Context: an optimization exercise on an open-source flow, tuned for small area. The choices shown serve that exercise and are no tape-out recipe.
Only simulation tests tie the RTL to the original design; equivalence was not proved.
Power and IR drop assume default switching activity.

File: flow/run.sh
#!/bin/bash
# synth_recipe.tcl (not shown) runs the flow's synth.tcl, then flattens the netlist and writes it again
# the make line also repeats each setting of config.mk as NAME=value (left out here)
make -C /OpenROAD-flow-scripts/flow DESIGN_CONFIG=/design/flow/config.mk WORK_HOME=/design/flow/orfs CLKGATE_MAP_FILE= SYNTH_SCRIPT=/design/flow/synth_recipe.tcl finish
File: flow/config.mk
export PLATFORM = sky130hd
export DESIGN_NAME = tang_nano_9k_riscv_monitor
export DESIGN_NICKNAME = tang_nano_9k_riscv_monitor
export VERILOG_FILES = /design/flow/design.v
export SDC_FILE = /design/flow/constraint.sdc
export NUM_CORES = 4
export LEC_CHECK = 0
export CAP_MARGIN = 20
export CORE_MARGIN = 2
export CORE_UTILIZATION = 40
export PLACE_DENSITY = 0.6
export SLEW_MARGIN = 20
File: flow/constraint.sdc
create_clock -name core_clock -period 37.0 [get_ports {clk_27mhz}]
set_input_delay 7.4000 -clock core_clock [delete_from_list [all_inputs] [get_ports {clk_27mhz}]]
set_output_delay 7.4000 -clock core_clock [all_outputs]
set_load 0.01 [all_outputs]
File: flow/design.v
module tang_nano_9k_riscv_monitor
(
  input clk_27mhz,
  input button_s1,
  input uart_rx,
  output [6-1:0] led,
  output uart_tx
);
  wire rst;
  wire running;
  assign rst = ~button_s1;
  assign running = ~rst;
  wire rx_bsy;
  wire tx_bsy;
  assign led[0] = uart_rx;
  assign led[1] = ~rx_bsy;
  assign led[2] = uart_tx;
  assign led[3] = ~tx_bsy;
  assign led[4] = ~rst;
  assign led[5] = ~running;
  io_riscv_controller
  io_riscv_controller
  (
    .clk(clk_27mhz),
    .rst(~button_s1),
    .rx(uart_rx),
    .rx_bsy(rx_bsy),
    .tx(uart_tx),
    .tx_bsy(tx_bsy)
  );
endmodule
module io_riscv_controller
(
  input clk,
  input rst,
  input rx,
  output rx_bsy,
  output tx,
  output tx_bsy
);
  reg risc_rst;
  reg risc_clk;
  wire rx_block_timeout;
  wire rx_data_valid;
  wire [8-1:0] rx_data_out;
  reg send_trig;
  reg [8-1:0] send_data;
  wire rx_fifo_we;
  wire [8-1:0] rx_fifo_in_data;
  reg rx_fifo_re;
  wire rx_fifo_out_valid;
  wire [8-1:0] rx_fifo_out_data;
  wire rx_fifo_empty;
  assign rx_fifo_we = rx_data_valid;
  assign rx_fifo_in_data = rx_data_out;
  reg [8-1:0] monitor_addr;
  reg config_on;
  wire [8-1:0] mem_dataout;
  wire [8-1:0] reg_dataout;
  reg [3-1:0] imem_cnt;
  reg [5-1:0] imem_waddr;
  reg [32-1:0] imem_wdata;
  reg imem_we;
  localparam [8-1:0] PROT_PC_B_RESET = 8'h0;
  localparam [8-1:0] PROT_PC_B_CLOCK = 8'h1;
  localparam [8-1:0] PROT_PC_B_IMEM_WR = 8'h2;
  reg [4-1:0] fsm_io;
  localparam [4-1:0] FSM_IDLE = 4'h0;
  localparam [4-1:0] FSM_DECODE_PROTOCOL = 4'h1;
  localparam [4-1:0] FSM_RESET = 4'h2;
  localparam [4-1:0] FSM_EXEC_CLOCK = 4'h3;
  localparam [4-1:0] FSM_SEND_REG_TAM = 4'h4;
  localparam [4-1:0] FSM_SEND_REG_DATA = 4'h5;
  localparam [4-1:0] FSM_SEND_REG_BYTES = 4'h6;
  localparam [4-1:0] FSM_SEND_MEM_TAM = 4'h7;
  localparam [4-1:0] FSM_SEND_MEM_DATA = 4'h8;
  localparam [4-1:0] FSM_SEND_MEM_BYTES = 4'h9;
  localparam [4-1:0] FSM_IMEM_GET = 4'ha;
  localparam [4-1:0] FSM_IMEM_RECV = 4'hb;
  localparam [4-1:0] FSM_IMEM_WRITE = 4'hc;
  always @(posedge clk) begin
    if(rst) begin
      fsm_io <= FSM_IDLE;
      rx_fifo_re <= 1'b0;
      risc_clk <= 1'b0;
      risc_rst <= 1'b0;
      send_trig <= 1'b0;
      send_data <= 8'd0;
      monitor_addr <= 8'd0;
      config_on <= 1'b0;
      imem_cnt <= 3'd0;
      imem_waddr <= 5'd0;
      imem_wdata <= 32'd0;
      imem_we <= 1'b0;
    end else begin
      rx_fifo_re <= 1'b0;
      risc_clk <= 1'b0;
      risc_rst <= 1'b0;
      send_trig <= 1'b0;
      imem_we <= 1'b0;
      case(fsm_io)
        FSM_IDLE: begin
          if(~rx_fifo_empty) begin
            rx_fifo_re <= 1'b1;
            fsm_io <= FSM_DECODE_PROTOCOL;
          end
        end
        FSM_DECODE_PROTOCOL: begin
          if(rx_fifo_out_valid) begin
            case(rx_fifo_out_data)
              PROT_PC_B_RESET: begin
                fsm_io <= FSM_RESET;
              end
              PROT_PC_B_CLOCK: begin
                fsm_io <= FSM_EXEC_CLOCK;
              end
              PROT_PC_B_IMEM_WR: begin
                imem_cnt <= 3'd0;
                fsm_io <= FSM_IMEM_GET;
              end
              default: begin
                fsm_io <= FSM_IDLE;
              end
            endcase
          end
        end
        FSM_RESET: begin
          risc_rst <= 1'b1;
          risc_clk <= 1'b1;
          fsm_io <= FSM_IDLE;
        end
        FSM_EXEC_CLOCK: begin
          risc_clk <= 1'b1;
          fsm_io <= FSM_SEND_REG_TAM;
        end
        FSM_SEND_REG_TAM: begin
          if(~tx_bsy) begin
            send_trig <= 1'b1;
            send_data <= 8'd32;
            monitor_addr <= 8'd0;
            fsm_io <= FSM_SEND_REG_DATA;
          end
        end
        FSM_SEND_REG_DATA: begin
          if(monitor_addr == 32) begin
            config_on <= 1'b0;
            fsm_io <= FSM_IDLE;
          end else begin
            config_on <= 1'b1;
            fsm_io <= FSM_SEND_REG_BYTES;
          end
        end
        FSM_SEND_REG_BYTES: begin
          if(~tx_bsy) begin
            monitor_addr <= monitor_addr + 8'd1;
            send_trig <= 1;
            send_data <= reg_dataout;
            fsm_io <= FSM_SEND_REG_DATA;
          end
        end
        FSM_SEND_MEM_TAM: begin
          if(~tx_bsy) begin
            send_trig <= 1'b1;
            send_data <= 8'd32;
            monitor_addr <= 8'd0;
            fsm_io <= FSM_SEND_MEM_DATA;
          end
        end
        FSM_SEND_MEM_DATA: begin
          if(monitor_addr == 32) begin
            config_on <= 1'b0;
            fsm_io <= FSM_IDLE;
          end else begin
            config_on <= 1'b1;
            fsm_io <= FSM_SEND_MEM_BYTES;
          end
        end
        FSM_SEND_MEM_BYTES: begin
          if(~tx_bsy) begin
            monitor_addr <= monitor_addr + 8'd1;
            send_trig <= 1;
            send_data <= mem_dataout;
            fsm_io <= FSM_SEND_MEM_DATA;
          end
        end
        FSM_IMEM_GET: begin
          if(~rx_fifo_empty) begin
            rx_fifo_re <= 1'b1;
            fsm_io <= FSM_IMEM_RECV;
          end
        end
        FSM_IMEM_RECV: begin
          if(rx_fifo_out_valid) begin
            imem_cnt <= imem_cnt + 3'd1;
            if(imem_cnt == 3'd0) begin
              imem_waddr <= rx_fifo_out_data[4:0];
            end else begin
              imem_wdata <= { rx_fifo_out_data, imem_wdata[31:8] };
            end
            if(imem_cnt == 3'd4) begin
              fsm_io <= FSM_IMEM_WRITE;
            end else begin
              fsm_io <= FSM_IMEM_GET;
            end
          end
        end
        FSM_IMEM_WRITE: begin
          imem_we <= 1'b1;
          fsm_io <= FSM_IDLE;
        end
        default: begin
          fsm_io <= FSM_IDLE;
        end
      endcase
    end
  end
  fifo
  #(
    .FIFO_WIDTH(8),
    .FIFO_DEPTH_BITS(5)
  )
  rx_fifo
  (
    .clk(clk),
    .rst(rst),
    .we(rx_fifo_we),
    .in_data(rx_fifo_in_data),
    .re(rx_fifo_re),
    .out_valid(rx_fifo_out_valid),
    .out_data(rx_fifo_out_data),
    .empty(rx_fifo_empty)
  );
  uart_rx
  uart_rx
  (
    .clk(clk),
    .rst(rst),
    .rx(rx),
    .rx_bsy(rx_bsy),
    .block_timeout(rx_block_timeout),
    .data_valid(rx_data_valid),
    .data_out(rx_data_out)
  );
  uart_tx
  uart_tx
  (
    .clk(clk),
    .rst(rst),
    .send_trig(send_trig),
    .send_data(send_data),
    .tx(tx),
    .tx_bsy(tx_bsy)
  );
  riscv_rd_5_ird_6
  riscv_rd_5_ird_6
  (
    .clk(clk),
    .en(risc_clk),
    .sys_rst(rst),
    .rst(risc_rst),
    .monitor_read_on(config_on),
    .monitor_write_on(1'b0),
    .monitor_addr(monitor_addr),
    .imem_we(imem_we),
    .imem_waddr(imem_waddr),
    .imem_wdata(imem_wdata),
    .mem_dataout(mem_dataout),
    .reg_dataout(reg_dataout)
  );
endmodule
module fifo #
(
  parameter FIFO_WIDTH = 32,
  parameter FIFO_DEPTH_BITS = 2,
  parameter FIFO_ALMOSTFULL_THRESHOLD = 2 ** FIFO_DEPTH_BITS - 2,
  parameter FIFO_ALMOSTEMPTY_THRESHOLD = 2
)
(
  input clk,
  input rst,
  input we,
  input [FIFO_WIDTH-1:0] in_data,
  input re,
  output reg out_valid,
  output reg [FIFO_WIDTH-1:0] out_data,
  output reg empty,
  output reg almostempty,
  output reg full,
  output reg almostfull,
  output reg [FIFO_DEPTH_BITS+1-1:0] data_count
);
  reg [FIFO_DEPTH_BITS-1:0] read_pointer;
  reg [FIFO_DEPTH_BITS-1:0] write_pointer;
  reg [FIFO_WIDTH-1:0] mem [0:2**FIFO_DEPTH_BITS-1];
  always @(posedge clk) begin
    if(rst) begin
      empty <= 1;
      almostempty <= 1;
      full <= 0;
      almostfull <= 0;
      read_pointer <= 0;
      write_pointer <= 0;
      data_count <= 0;
    end else begin
      case({ we, re })
        3: begin
          read_pointer <= read_pointer + 1;
          write_pointer <= write_pointer + 1;
        end
        2: begin
          if(~full) begin
            write_pointer <= write_pointer + 1;
            data_count <= data_count + 1;
            empty <= 0;
            if(data_count == FIFO_ALMOSTEMPTY_THRESHOLD - 1) begin
              almostempty <= 0;
            end
            if(data_count == 2 ** FIFO_DEPTH_BITS - 1) begin
              full <= 1;
            end
            if(data_count == FIFO_ALMOSTFULL_THRESHOLD - 1) begin
              almostfull <= 1;
            end
          end
        end
        1: begin
          if(~empty) begin
            read_pointer <= read_pointer + 1;
            data_count <= data_count - 1;
            full <= 0;
            if(data_count == FIFO_ALMOSTFULL_THRESHOLD) begin
              almostfull <= 0;
            end
            if(data_count == 1) begin
              empty <= 1;
            end
            if(data_count == FIFO_ALMOSTEMPTY_THRESHOLD) begin
              almostempty <= 1;
            end
          end
        end
      endcase
    end
  end
  always @(posedge clk) begin
    if(rst) begin
      out_valid <= 0;
    end else begin
      out_valid <= 0;
      if(we == 1) begin
        mem[write_pointer] <= in_data;
      end
      if(re == 1) begin
        out_data <= mem[read_pointer];
        out_valid <= 1;
      end
    end
  end
endmodule
module uart_rx
(
  input clk,
  input rst,
  input rx,
  output reg rx_bsy,
  output reg block_timeout,
  output reg data_valid,
  output reg [8-1:0] data_out
);
  localparam CLKPERFRM = 86;
  localparam TBITAT = 5;
  localparam BIT0AT = 11;
  localparam BIT1AT = 20;
  localparam BIT2AT = 29;
  localparam BIT3AT = 38;
  localparam BIT4AT = 47;
  localparam BIT5AT = 56;
  localparam BIT6AT = 65;
  localparam BIT7AT = 74;
  localparam PBITAT = 80;
  localparam BLK_TIMEOUT = 20;
  reg [8-1:0] rx_cnt;
  reg rx_hold;
  reg timeout;
  wire frame_begin;
  wire frame_end;
  wire start_invalid;
  wire stop_invalid;
  always @(posedge clk) begin
    if(rst) begin
      rx_hold <= 1'b0;
    end else begin
      rx_hold <= rx;
    end
  end
  assign frame_begin = &{ ~rx_bsy, ~rx, rx_hold };
  assign frame_end = &{ rx_bsy, rx_cnt == CLKPERFRM };
  assign start_invalid = &{ rx_bsy, rx_cnt < TBITAT, rx };
  assign stop_invalid = &{ rx_bsy, rx_cnt > PBITAT, ~rx };
  always @(posedge clk) begin
    if(rst) begin
      rx_bsy <= 1'b0;
    end else begin
      if(frame_begin) begin
        rx_bsy <= 1'b1;
      end else if(|{ start_invalid, stop_invalid }) begin
        rx_bsy <= 1'b0;
      end else if(frame_end) begin
        rx_bsy <= 1'b0;
      end
    end
  end
  always @(posedge clk) begin
    if(rst) begin
      rx_cnt <= 8'd0;
    end else begin
      if(frame_begin) begin
        rx_cnt <= 8'd0;
      end else if(|{ start_invalid, stop_invalid, frame_end }) begin
        rx_cnt <= 8'd0;
      end else if(~timeout) begin
        rx_cnt <= rx_cnt + 1;
      end else begin
        rx_cnt <= 8'd0;
      end
    end
  end
  always @(posedge clk) begin
    if(rst) begin
      timeout <= 1'b0;
    end else begin
      if(frame_begin) begin
        timeout <= 1'b0;
      end else if(&{ ~rx_bsy, rx_cnt == BLK_TIMEOUT }) begin
        timeout <= 1'b1;
      end
    end
  end
  always @(posedge clk) begin
    if(rst) begin
      block_timeout <= 1'b0;
    end else begin
      if(&{ ~rx_bsy, rx_cnt == BLK_TIMEOUT }) begin
        block_timeout <= 1'b1;
      end else begin
        block_timeout <= 1'b0;
      end
    end
  end
  always @(posedge clk) begin
    if(rst) begin
      data_valid <= 1'b0;
    end else begin
      if(frame_end) begin
        data_valid <= 1'b1;
      end else begin
        data_valid <= 1'b0;
      end
    end
  end
  always @(posedge clk) begin
    if(rst) begin
      data_out <= 8'd0;
    end else begin
      if(rx_bsy) begin
        case(rx_cnt)
          BIT0AT: begin
            data_out[0] <= rx;
          end
          BIT1AT: begin
            data_out[1] <= rx;
          end
          BIT2AT: begin
            data_out[2] <= rx;
          end
          BIT3AT: begin
            data_out[3] <= rx;
          end
          BIT4AT: begin
            data_out[4] <= rx;
          end
          BIT5AT: begin
            data_out[5] <= rx;
          end
          BIT6AT: begin
            data_out[6] <= rx;
          end
          BIT7AT: begin
            data_out[7] <= rx;
          end
        endcase
      end
    end
  end
endmodule
module uart_tx
(
  input clk,
  input rst,
  input send_trig,
  input [8-1:0] send_data,
  output reg tx,
  output reg tx_bsy
);
  localparam CLKPERFRM = 90;
  localparam TBITAT = 1;
  localparam BIT0AT = 10;
  localparam BIT1AT = 19;
  localparam BIT2AT = 28;
  localparam BIT3AT = 37;
  localparam BIT4AT = 46;
  localparam BIT5AT = 55;
  localparam BIT6AT = 64;
  localparam BIT7AT = 73;
  localparam PBITAT = 82;
  reg [8-1:0] tx_cnt;
  reg [8-1:0] data2send;
  wire frame_begin;
  wire frame_end;
  assign frame_begin = &{ send_trig, ~tx_bsy };
  assign frame_end = &{ tx_bsy, tx_cnt == CLKPERFRM };
  always @(posedge clk) begin
    if(rst) begin
      tx_bsy <= 1'b0;
    end else begin
      if(frame_begin) begin
        tx_bsy <= 1'b1;
      end else if(frame_end) begin
        tx_bsy <= 1'b0;
      end
    end
  end
  always @(posedge clk) begin
    if(rst) begin
      tx_cnt <= 8'd0;
    end else begin
      if(frame_end) begin
        tx_cnt <= 8'd0;
      end else if(tx_bsy) begin
        tx_cnt <= tx_cnt + 1;
      end
    end
  end
  always @(posedge clk) begin
    if(rst) begin
      data2send <= 8'd0;
    end else begin
      data2send <= send_data;
    end
  end
  always @(posedge clk) begin
    if(rst) begin
      tx <= 1'b1;
    end else begin
      if(tx_bsy) begin
        case(tx_cnt)
          TBITAT: begin
            tx <= 1'b0;
          end
          BIT0AT: begin
            tx <= data2send[0];
          end
          BIT1AT: begin
            tx <= data2send[1];
          end
          BIT2AT: begin
            tx <= data2send[2];
          end
          BIT3AT: begin
            tx <= data2send[3];
          end
          BIT4AT: begin
            tx <= data2send[4];
          end
          BIT5AT: begin
            tx <= data2send[5];
          end
          BIT6AT: begin
            tx <= data2send[6];
          end
          BIT7AT: begin
            tx <= data2send[7];
          end
          PBITAT: begin
            tx <= 1'b1;
          end
        endcase
      end else begin
        tx <= 1'b1;
      end
    end
  end
endmodule
module riscv_rd_5_ird_6
(
  input clk,
  input en,
  input sys_rst,
  input rst,
  input monitor_read_on,
  input monitor_write_on,
  input [8-1:0] monitor_addr,
  input imem_we,
  input [5-1:0] imem_waddr,
  input [32-1:0] imem_wdata,
  output [8-1:0] mem_dataout,
  output [8-1:0] reg_dataout
);
  wire [32-1:0] writedata;
  wire [32-1:0] inst;
  wire [32-1:0] sigext;
  wire [32-1:0] data1;
  wire [32-1:0] data2;
  wire [32-1:0] aluout;
  wire [32-1:0] readdata;
  wire zero;
  wire memread;
  wire memwrite;
  wire memtoreg;
  wire branch;
  wire alusrc;
  wire [10-1:0] funct;
  wire [2-1:0] aluop;
  wire mrd;
  wire [32-1:0] maddr;
  assign mrd = |{ memread, monitor_read_on };
  assign maddr = (monitor_read_on)? { 24'd0, monitor_addr } : aluout;
  assign mem_dataout = readdata[7:0];
  assign reg_dataout = data1[7:0];
  fetch
  fetch
  (
    .clk(clk),
    .en(en),
    .sys_rst(sys_rst),
    .rst(rst),
    .zero(zero),
    .branch(branch),
    .sigext(sigext),
    .imem_we(imem_we),
    .imem_waddr(imem_waddr),
    .imem_wdata(imem_wdata),
    .inst(inst)
  );
  decode
  decode
  (
    .clk(clk),
    .en(en),
    .sys_rst(sys_rst),
    .inst(inst),
    .writedata(writedata),
    .data1(data1),
    .data2(data2),
    .immgen(sigext),
    .alusrc(alusrc),
    .memread(memread),
    .memwrite(memwrite),
    .memtoreg(memtoreg),
    .branch(branch),
    .aluop(aluop),
    .funct(funct),
    .monitor_read_on(monitor_read_on),
    .monitor_addr(monitor_addr[4:0])
  );
  execute
  execute
  (
    .in1(data1),
    .in2(data2),
    .immgen(sigext),
    .alusrc(alusrc),
    .aluop(aluop),
    .funct(funct),
    .zero(zero),
    .aluout(aluout)
  );
  memory
  memory
  (
    .clk(clk),
    .address(maddr),
    .writedata(data2),
    .memread(mrd),
    .memwrite(memwrite & en),
    .readdata(readdata)
  );
  writeback
  writeback
  (
    .aluout(aluout),
    .readdata(readdata),
    .memtoreg(memtoreg),
    .writedata(writedata)
  );
endmodule
module fetch
(
  input clk,
  input en,
  input sys_rst,
  input rst,
  input zero,
  input branch,
  input [32-1:0] sigext,
  input imem_we,
  input [5-1:0] imem_waddr,
  input [32-1:0] imem_wdata,
  output [32-1:0] inst
);
  wire [32-1:0] pc;
  wire [32-1:0] pc_4;
  wire [32-1:0] new_pc;
  assign pc_4 = 32'd4 + pc;
  assign new_pc = (branch && zero)? pc + sigext : pc_4;
  pc
  fetch
  (
    .clk(clk),
    .en(en),
    .sys_rst(sys_rst),
    .rst(rst),
    .pc_in(new_pc),
    .pc_out(pc)
  );
  memory
  memory
  (
    .clk(clk),
    .address((imem_we)? { 25'd0, imem_waddr, 2'd0 } : pc),
    .writedata(imem_wdata),
    .memread(1'b1),
    .memwrite(imem_we),
    .readdata(inst)
  );
endmodule
module pc
(
  input clk,
  input en,
  input sys_rst,
  input rst,
  input [32-1:0] pc_in,
  output reg [32-1:0] pc_out
);
  always @(posedge clk) begin
    if(sys_rst) begin
      pc_out <= 32'd0;
    end else if(en) begin
      pc_out <= pc_in;
      if(rst) begin
        pc_out <= 32'd0;
      end
    end
  end
endmodule
module memory
(
  input clk,
  input [32-1:0] address,
  input [32-1:0] writedata,
  input memread,
  input memwrite,
  output [32-1:0] readdata
);
  reg [32-1:0] memory [0:32-1];
  assign readdata = (memread)? memory[address[6:2]] : 32'd0;
  always @(posedge clk) begin
    if(memwrite) begin
      memory[address[6:2]] <= writedata;
    end
  end
endmodule
module decode
(
  input clk,
  input en,
  input sys_rst,
  input [32-1:0] inst,
  input [32-1:0] writedata,
  output [32-1:0] data1,
  output [32-1:0] data2,
  output [32-1:0] immgen,
  output alusrc,
  output memread,
  output memwrite,
  output memtoreg,
  output branch,
  output [2-1:0] aluop,
  output [10-1:0] funct,
  input monitor_read_on,
  input [5-1:0] monitor_addr
);
  wire regwrite;
  wire [5-1:0] rs1;
  wire [5-1:0] rs2;
  wire [5-1:0] rd;
  wire [7-1:0] opcode;
  wire [7-1:0] funct7;
  wire [3-1:0] funct3;
  assign opcode = inst[6:0];
  assign rs1 = inst[19:15];
  assign rs2 = inst[24:20];
  assign rd = inst[11:7];
  assign funct7 = inst[31:25];
  assign funct3 = inst[14:12];
  assign funct = { funct7, funct3 };
  wire [5-1:0] raddr;
  assign raddr = (monitor_read_on)? monitor_addr : rs1;
  control_unit
  control_unit
  (
    .opcode(opcode),
    .inst(inst),
    .alusrc(alusrc),
    .memtoreg(memtoreg),
    .regwrite(regwrite),
    .memread(memread),
    .memwrite(memwrite),
    .branch(branch),
    .aluop(aluop),
    .immgen(immgen)
  );
  register_bank
  register_bank
  (
    .clk(clk),
    .rst(sys_rst),
    .regwrite(regwrite & en),
    .read_reg1(raddr),
    .read_reg2(rs2),
    .write_reg(rd),
    .writedata(writedata),
    .read_data1(data1),
    .read_data2(data2)
  );
endmodule
module control_unit
(
  input [7-1:0] opcode,
  input [32-1:0] inst,
  output reg alusrc,
  output reg memtoreg,
  output reg regwrite,
  output reg memread,
  output reg memwrite,
  output reg branch,
  output reg [2-1:0] aluop,
  output reg [32-1:0] immgen
);
  wire [19-1:0] catbits;
  assign catbits = (inst[31])? 19'b1111111111111111111 : 19'b0;
  always @(*) begin
    alusrc = 1'd0;
    memtoreg = 1'd0;
    regwrite = 1'd0;
    memread = 1'd0;
    memwrite = 1'd0;
    branch = 1'd0;
    aluop = 2'd0;
    immgen = 32'd0;
    case(opcode)
      7'b110011: begin
        regwrite = 1'd1;
        aluop = 2'd2;
      end
      7'b1100011: begin
        branch = 1'd1;
        aluop = 2'd1;
        immgen = { catbits, inst[31], inst[7], inst[30:25], inst[11:8], 1'b0 };
      end
      7'b10011: begin
        alusrc = 1'd1;
        regwrite = 1'd1;
        aluop = 2'd3;
        immgen = { inst[31], catbits, inst[31:20] };
      end
      7'b11: begin
        alusrc = 1'd1;
        memtoreg = 1'd1;
        regwrite = 1'd1;
        memread = 1'd1;
        immgen = { inst[31], catbits, inst[31:20] };
      end
      7'b100011: begin
        alusrc = 1'd1;
        memwrite = 1'd1;
        immgen = { inst[31], catbits, inst[31:25], inst[11:7] };
      end
    endcase
  end
endmodule
module register_bank
(
  input clk,
  input rst,
  input regwrite,
  input [5-1:0] read_reg1,
  input [5-1:0] read_reg2,
  input [5-1:0] write_reg,
  input [32-1:0] writedata,
  output [32-1:0] read_data1,
  output [32-1:0] read_data2
);
  reg [32-1:0] reg_bank [0:32-1];
  assign read_data1 = reg_bank[read_reg1];
  assign read_data2 = reg_bank[read_reg2];
  integer i;
  always @(posedge clk) begin
    if(rst) begin
      for(i=0; i<32; i=i+1) begin
        reg_bank[i] <= 32'd0;
      end
    end else if(regwrite) begin
      reg_bank[write_reg] <= writedata;
    end
  end
endmodule
module execute
(
  input [32-1:0] in1,
  input [32-1:0] in2,
  input [32-1:0] immgen,
  input alusrc,
  input [2-1:0] aluop,
  input [10-1:0] funct,
  output zero,
  output [32-1:0] aluout
);
  wire [32-1:0] alub;
  wire [4-1:0] aluctrl;
  assign alub = (alusrc)? immgen : in2;
  wire zero1;
  wire [3-1:0] f3;
  assign f3 = funct[2:0];
  assign zero = (f3 == 3'b0)? zero1 :
                (f3 == 3'b1)? ~zero1 :
                (f3 == 3'b100)? aluout[31] :
                (f3 == 3'b101)? ~aluout[31] :
                (f3 == 3'b110)? in1 < alub :
                (f3 == 3'b111)? ~(in1 < alub) : 0;
  alucontrol
  alucontrol
  (
    .aluop(aluop),
    .funct(funct),
    .alucontrol(aluctrl)
  );
  alu
  alu
  (
    .alucontrol(aluctrl),
    .a(in1),
    .b(alub),
    .aluout(aluout),
    .zero(zero1)
  );
endmodule
module alucontrol
(
  input [2-1:0] aluop,
  input [10-1:0] funct,
  output reg [4-1:0] alucontrol
);
  wire [8-1:0] funct7;
  wire [3-1:0] funct3;
  wire [4-1:0] aluopcode;
  assign funct3 = funct[2:0];
  assign funct7 = funct[9:3];
  assign aluopcode = { funct[5], funct3 };
  always @(*) begin
    case(aluop)
      2'd0: begin
        alucontrol = 4'd2;
      end
      2'd1: begin
        alucontrol = 4'd6;
      end
      2'd2: begin
        case(funct3)
          3'd0: begin
            alucontrol = (funct7 == 0)? 4'd2 : 4'd6;
          end
          3'd1: begin
            alucontrol = 4'd3;
          end
          3'd2: begin
            alucontrol = 4'd7;
          end
          3'd3: begin
            alucontrol = 4'd9;
          end
          3'd4: begin
            alucontrol = 4'd4;
          end
          3'd5: begin
            alucontrol = (funct7[5])? 4'd5 : 4'd8;
          end
          3'd6: begin
            alucontrol = 4'd1;
          end
          3'd7: begin
            alucontrol = 4'd0;
          end
          default: begin
            alucontrol = 4'd15;
          end
        endcase
      end
      2'd3: begin
        case(funct3)
          3'd0: begin
            alucontrol = 4'd2;
          end
          3'd1: begin
            alucontrol = 4'd3;
          end
          3'd2: begin
            alucontrol = 4'd7;
          end
          3'd3: begin
            alucontrol = 4'd9;
          end
          3'd4: begin
            alucontrol = 4'd4;
          end
          3'd5: begin
            alucontrol = (funct7[5])? 4'd5 : 4'd8;
          end
          3'd6: begin
            alucontrol = 4'd1;
          end
          3'd7: begin
            alucontrol = 4'd0;
          end
          default: begin
            alucontrol = 4'd15;
          end
        endcase
      end
    endcase
  end
endmodule
module alu
(
  input [4-1:0] alucontrol,
  input [32-1:0] a,
  input [32-1:0] b,
  output reg [32-1:0] aluout,
  output zero
);
  assign zero = aluout == 0;
  wire [32-1:0] t;
  wire [32-1:0] sh;
  wire [32-1:0] p;
  slt
  slt
  (
    .a(a),
    .b(b),
    .s(t)
  );
  shiftra
  shiftra
  (
    .a(a),
    .b(b[4:0]),
    .o(sh)
  );
  always @(*) begin
    case(alucontrol)
      4'd0: begin
        aluout = a & b;
      end
      4'd1: begin
        aluout = a | b;
      end
      4'd2: begin
        aluout = a + b;
      end
      4'd3: begin
        aluout = a << b[4:0];
      end
      4'd4: begin
        aluout = a ^ b;
      end
      4'd5: begin
        aluout = sh;
      end
      4'd6: begin
        aluout = a - b;
      end
      4'd7: begin
        aluout = t;
      end
      4'd8: begin
        aluout = a >> b[4:0];
      end
      4'd9: begin
        aluout = { 31'd0, a < b };
      end
      default: begin
        aluout = 32'd0;
      end
    endcase
  end
endmodule
module slt
(
  input [32-1:0] a,
  input [32-1:0] b,
  output [32-1:0] s
);
  wire [32-1:0] sub;
  assign sub = a - b;
  assign s = (sub[31])? 32'd1 : 32'd0;
endmodule
module shiftra
(
  input [32-1:0] a,
  input [5-1:0] b,
  output [32-1:0] o
);
  wire [32-1:0] s;
  wire [32-1:0] t;
  wire [32-1:0] m;
  assign m = 32'b11111111111111111111111111111111;
  assign s = m >> b;
  assign t = a >> b;
  assign o = (a[31])? ~s | t : t;
endmodule
module writeback
(
  input [32-1:0] aluout,
  input [32-1:0] readdata,
  input memtoreg,
  output [32-1:0] writedata
);
  assign writedata = (memtoreg)? readdata : aluout;
endmodule
==> reports/results.tsv <==
stage	metric	value	unit
yosys	Post-Syn Nets	13238	
floorplanning	Die X	643	um
floorplanning	Rows	234	
route	TritonRoute pass-1 iters	8	
global_route	vias in the first global route	108286	
route	DR vias	114861	
global_route	antenna violations before repair	15	
critical_path	critical path startpoint	uart_rx	
critical_path	CP max stage delay	0.80	ns
critical_path	Levels on crit path	2	
layout	post-route cell area	0.181	mm^2
timing	part of the cycle the worst path needs	43.9	%
critical_path	R2R Path Start	io_riscv_controller.imem_we	
clocking	post-CTS sizing	0	
pwr	LEAKAGE	62.0	nW
pwr	PD cells	45.5	mW/mm^2
yosys	Synth area leader	edfxtp_1	
yosys	unique cell type count in the Yosys netlist	129	
clocking	Post CTS Setup Buffer Count	0	
clocking	H-tree levels	5	
yosys	top cell type's share of synthesized area	61.4	%
timing	clock skew	0.100	ns
critical_path	R2R cell count	33	
yosys	Syn. warnings	10	
yosys	sequential fraction of the synthesis area	63.0	%
placed_design	DP Wirelength	336	mm
placed_design	Placed Area	0.169	mm^2
clocking	clock sinks	3466	
placed_design	worst slack at placement	20.70	ns
yosys	number of synthesized register bits	3466	
critical_path	CP endpoint kind	output pin	
timing	final max-slew violation count	0	
timing	setup slack after layout	20.76	ns
timing	final hold slack	0.437	ns
floorplanning	Initial Utilization	40.2	%
critical_path	WP buf/inv	2	
timing	total negative slack	0	ns
timing	fmax	0.0616	GHz
worst_hold_path	Worst Hold Class	flip-flop to flip-flop	
layout	nets	13013	
critical_path	Critical-path top delay cell	clkdlybuf4s50_1	
layout	synth-to-layout area growth	11.2	%
floorplanning	die area	0.413	mm^2
clocking	CTS tree	done	
timing	Hold Fails Final Rpt	0	
critical_path	Worst Setup EP	led[0]	
floorplanning	Die Y-Extent	643	um
critical_path	CP required	29.60	ns
floorplanning	I/O pins	10	
yosys	Post-synth EDFFs	3336	
critical_path	critical path cell sequence	clkdlybuf4s50_1 -> clkdlybuf4s50_1	
pwr	Tot Pwr	0.00825	W
floorplanning	CORE AREA	0.406	mm^2
timing	Worst-Margin Slew	1.24	ns
critical_path	r2r setup slk	21.71	ns
yosys	Cell Area, Synth	0.163	mm^2
critical_path	CP startpoint kind	primary input	
clocking	Skew-Pair Late Insertion Delay	1.01	ns
critical_path	Max Fanout on Critical Path	13	
placed_design	routability cong.	1.01	
global_route	largest net degree at the start of global routing	171	
clocking	CTS buffer count	372	
status	status	complete, no violations	
critical_path	critical path's top delay family	buffers and inverters	
placed_design	number of I/O port buffers	9	
job	max capacitance violation total	0	
clocking	Hold Buf Count CTS	0	
yosys	ys flop type	edfxtp_1	
clocking	Clock Path Buffers	4	
route	Routed Antenna Nets	0	
route	DRC viols	0	
route	final WL	581	mm
layout	layout cells sized above 1	12.7	%
timing	unrepaired setup endpoints after global routing	false	
global_route	grt ovf	0	
clocking	Clock transition at path regs	0.05	ns
route	wire per inst	31.2	um
critical_path	CP dominant cell by count	clkdlybuf4s50_1	
yosys	Area contributors post-synth	edfxtp_1 (61%), mux2i_1 (5.0%), nand2_1 (4.6%)	
route	DR vias/cell	6.17	
layout	final-layout fill cell count	36530	
pwr	VDD IR max	0.0000391	V
timing	Finish-stage setup viols	0	
global_route	first-pass GRT wire length	813	mm
critical_path	crit path kind	primary input to output pin	
global_route	total track usage	27.2	%
timing	post-layout min period	16.24	ns
clocking	clock root cell	clkbuf_16	
yosys	Mean Syn Cell Area	12.5	um^2
critical_path	CP arrival	8.84	ns
yosys	Mapped Cells	13092	
yosys	Async SR Flop Fraction	0	%
route	Starting DRT DRC Count	17042	
timing	slew margin rel.	17.2	%
## layout make-up
class	instances	area, um^2	share of cell area (%)
Clock inverter	202	1830	1.01
Inverter	175	658	0.363
Sequential cell	3466	103000	56.7
Timing Repair Buffer	432	3380	1.87
Antenna cell	13	32.5	0.0179
Clock buffer	479	9880	5.45
Tap cell	5428	6790	3.75
Multi-Input combinational cell	8420	55900	30.8
## worst reg2reg max path, delay by kind of cell, from the launching register on
| family | cells | cell delay [ns] |
|---|---|---|
| AND/OR/NAND/NOR | 6 | 3.13 |
| buffers and inverters | 13 | 7.22 |
| AO/OA/AOI/OAI | 10 | 3.00 |
| flip-flops | 1 | 0.31 |
| multiplexers | 4 | 1.47 |
## through the flow
| stage | util (%) | std cells |
|---|---|---|
| after global routing | 44.6 | 18603 |
| after CTS | 44.6 | 18601 |
| after detailed placement | 41.7 | 17920 |
| after floorplan | - | 13092 |
| after global placement | 41.7 | 17920 |
| final | 44.6 | 18615 |
## logic make-up after synthesis
logic type	Yosys count	share of synthesized area, %
DFF	3466	63.0
xor gates and xnor gates	58	0.311
and+or+nand+nor	4994	14.0
adders and majority gates	143	1.11
muxes	1171	9.22
AOI/OAI and AO/OA	2054	8.68
buffers and inverters	1206	3.63
## worst min-delay path by stage
stage                                                     to                             start  slack [ns]  cells past startpoint
global route        io_riscv_controller.uart_tx.data2send[2]  io_riscv_controller.send_data[2]        0.47                      1
detailed placement        io_riscv_controller.uart_tx.tx_bsy     io_riscv_controller.send_trig        0.43                      2
floorplan           io_riscv_controller.uart_tx.data2send[5]  io_riscv_controller.send_data[5]        0.40                      2
global placement          io_riscv_controller.uart_tx.tx_bsy     io_riscv_controller.send_trig        0.42                      2
finish                    io_riscv_controller.uart_tx.tx_bsy     io_riscv_controller.send_trig        0.44                      2
CTS                       io_riscv_controller.uart_tx.tx_bsy     io_riscv_controller.send_trig        0.44                      2
## routing by layer
metal	GRT usage (%)	part of all wire, %
met5	0	0.0062
met4	13.0	5.5
met3	5.69	11
met2	41.2	44
met1	37.3	40
## Yosys cell counts (205+ instances only)
library cell     n
edfxtp_1      3336
nand2_1       1984
nor2_1        1136
nand3_1        839
mux2i_1        812
clkbuf_1       475
a21oi_1        359
buf_2          302
nor2b_1        300
o21ai_0        298
mux4_2         242
a31oi_1        211
a211oi_1       205
## cells in the final DEF (no fill, tap or decap), types with 93 or more instances in the layout
cell type	n
mux2i_1	808
ha_1	140
a31oi_1	205
mux2_2	102
buf_4	415
nor2_4	98
o21ai_0	281
a21oi_1	348
nand2_1	1922
edfxtp_1	3336
and2_1	201
mux4_2	242
clkbuf_16	375
dfxtp_1	100
o211ai_1	116
nor2_1	1069
o22ai_1	190
clkbuf_1	93
nor2b_1	300
a211oi_1	205
nand3_1	833
inv_1	163
## power breakdown
group	switching [W]	internal, W	total, W	leakage [nW]
Sequential	0.0000210	0.00429	0.00431	33.0
Clock	0.00160	0.00204	0.00364	5.71
Combinational	0.000218	0.0000824	0.000301	23.3
Total	0.00184	0.00641	0.00825	62.0

[port drivers added, routing unchanged]
In the flow no input, the clock included, has a driving cell. The finished layout below was timed again as built, in two steps. Step 1 (the two cells are an assumption about what drives the block):
set clk [get_ports {clk_27mhz}]
set_driving_cell -lib_cell sky130_fd_sc_hd__clkbuf_16 $clk
set_driving_cell -lib_cell sky130_fd_sc_hd__buf_2 [delete_from_list [all_inputs] $clk]
Step 2 times the ports against the registers' clock, not the clock port: input delays grow and output delays shrink by t, the midpoint of the rising clock arrivals with the driver on. Three values: ideal, step 1, step 2; two values: the first two.
t (ns): 1.075
setup slack, ns: 20.755 / 20.732 / 20.732
worst hold slack (ns): 0.437 / 0.437 / 0.437
worst register clock-pin slew, ns: 0.07 / 0.07
cell pins on the clock port's net: 1
After both steps setup and hold are still met in this run. For this run, drivers alone change the setup slack by -0.023 ns; drivers and shift together by -0.023 ns.
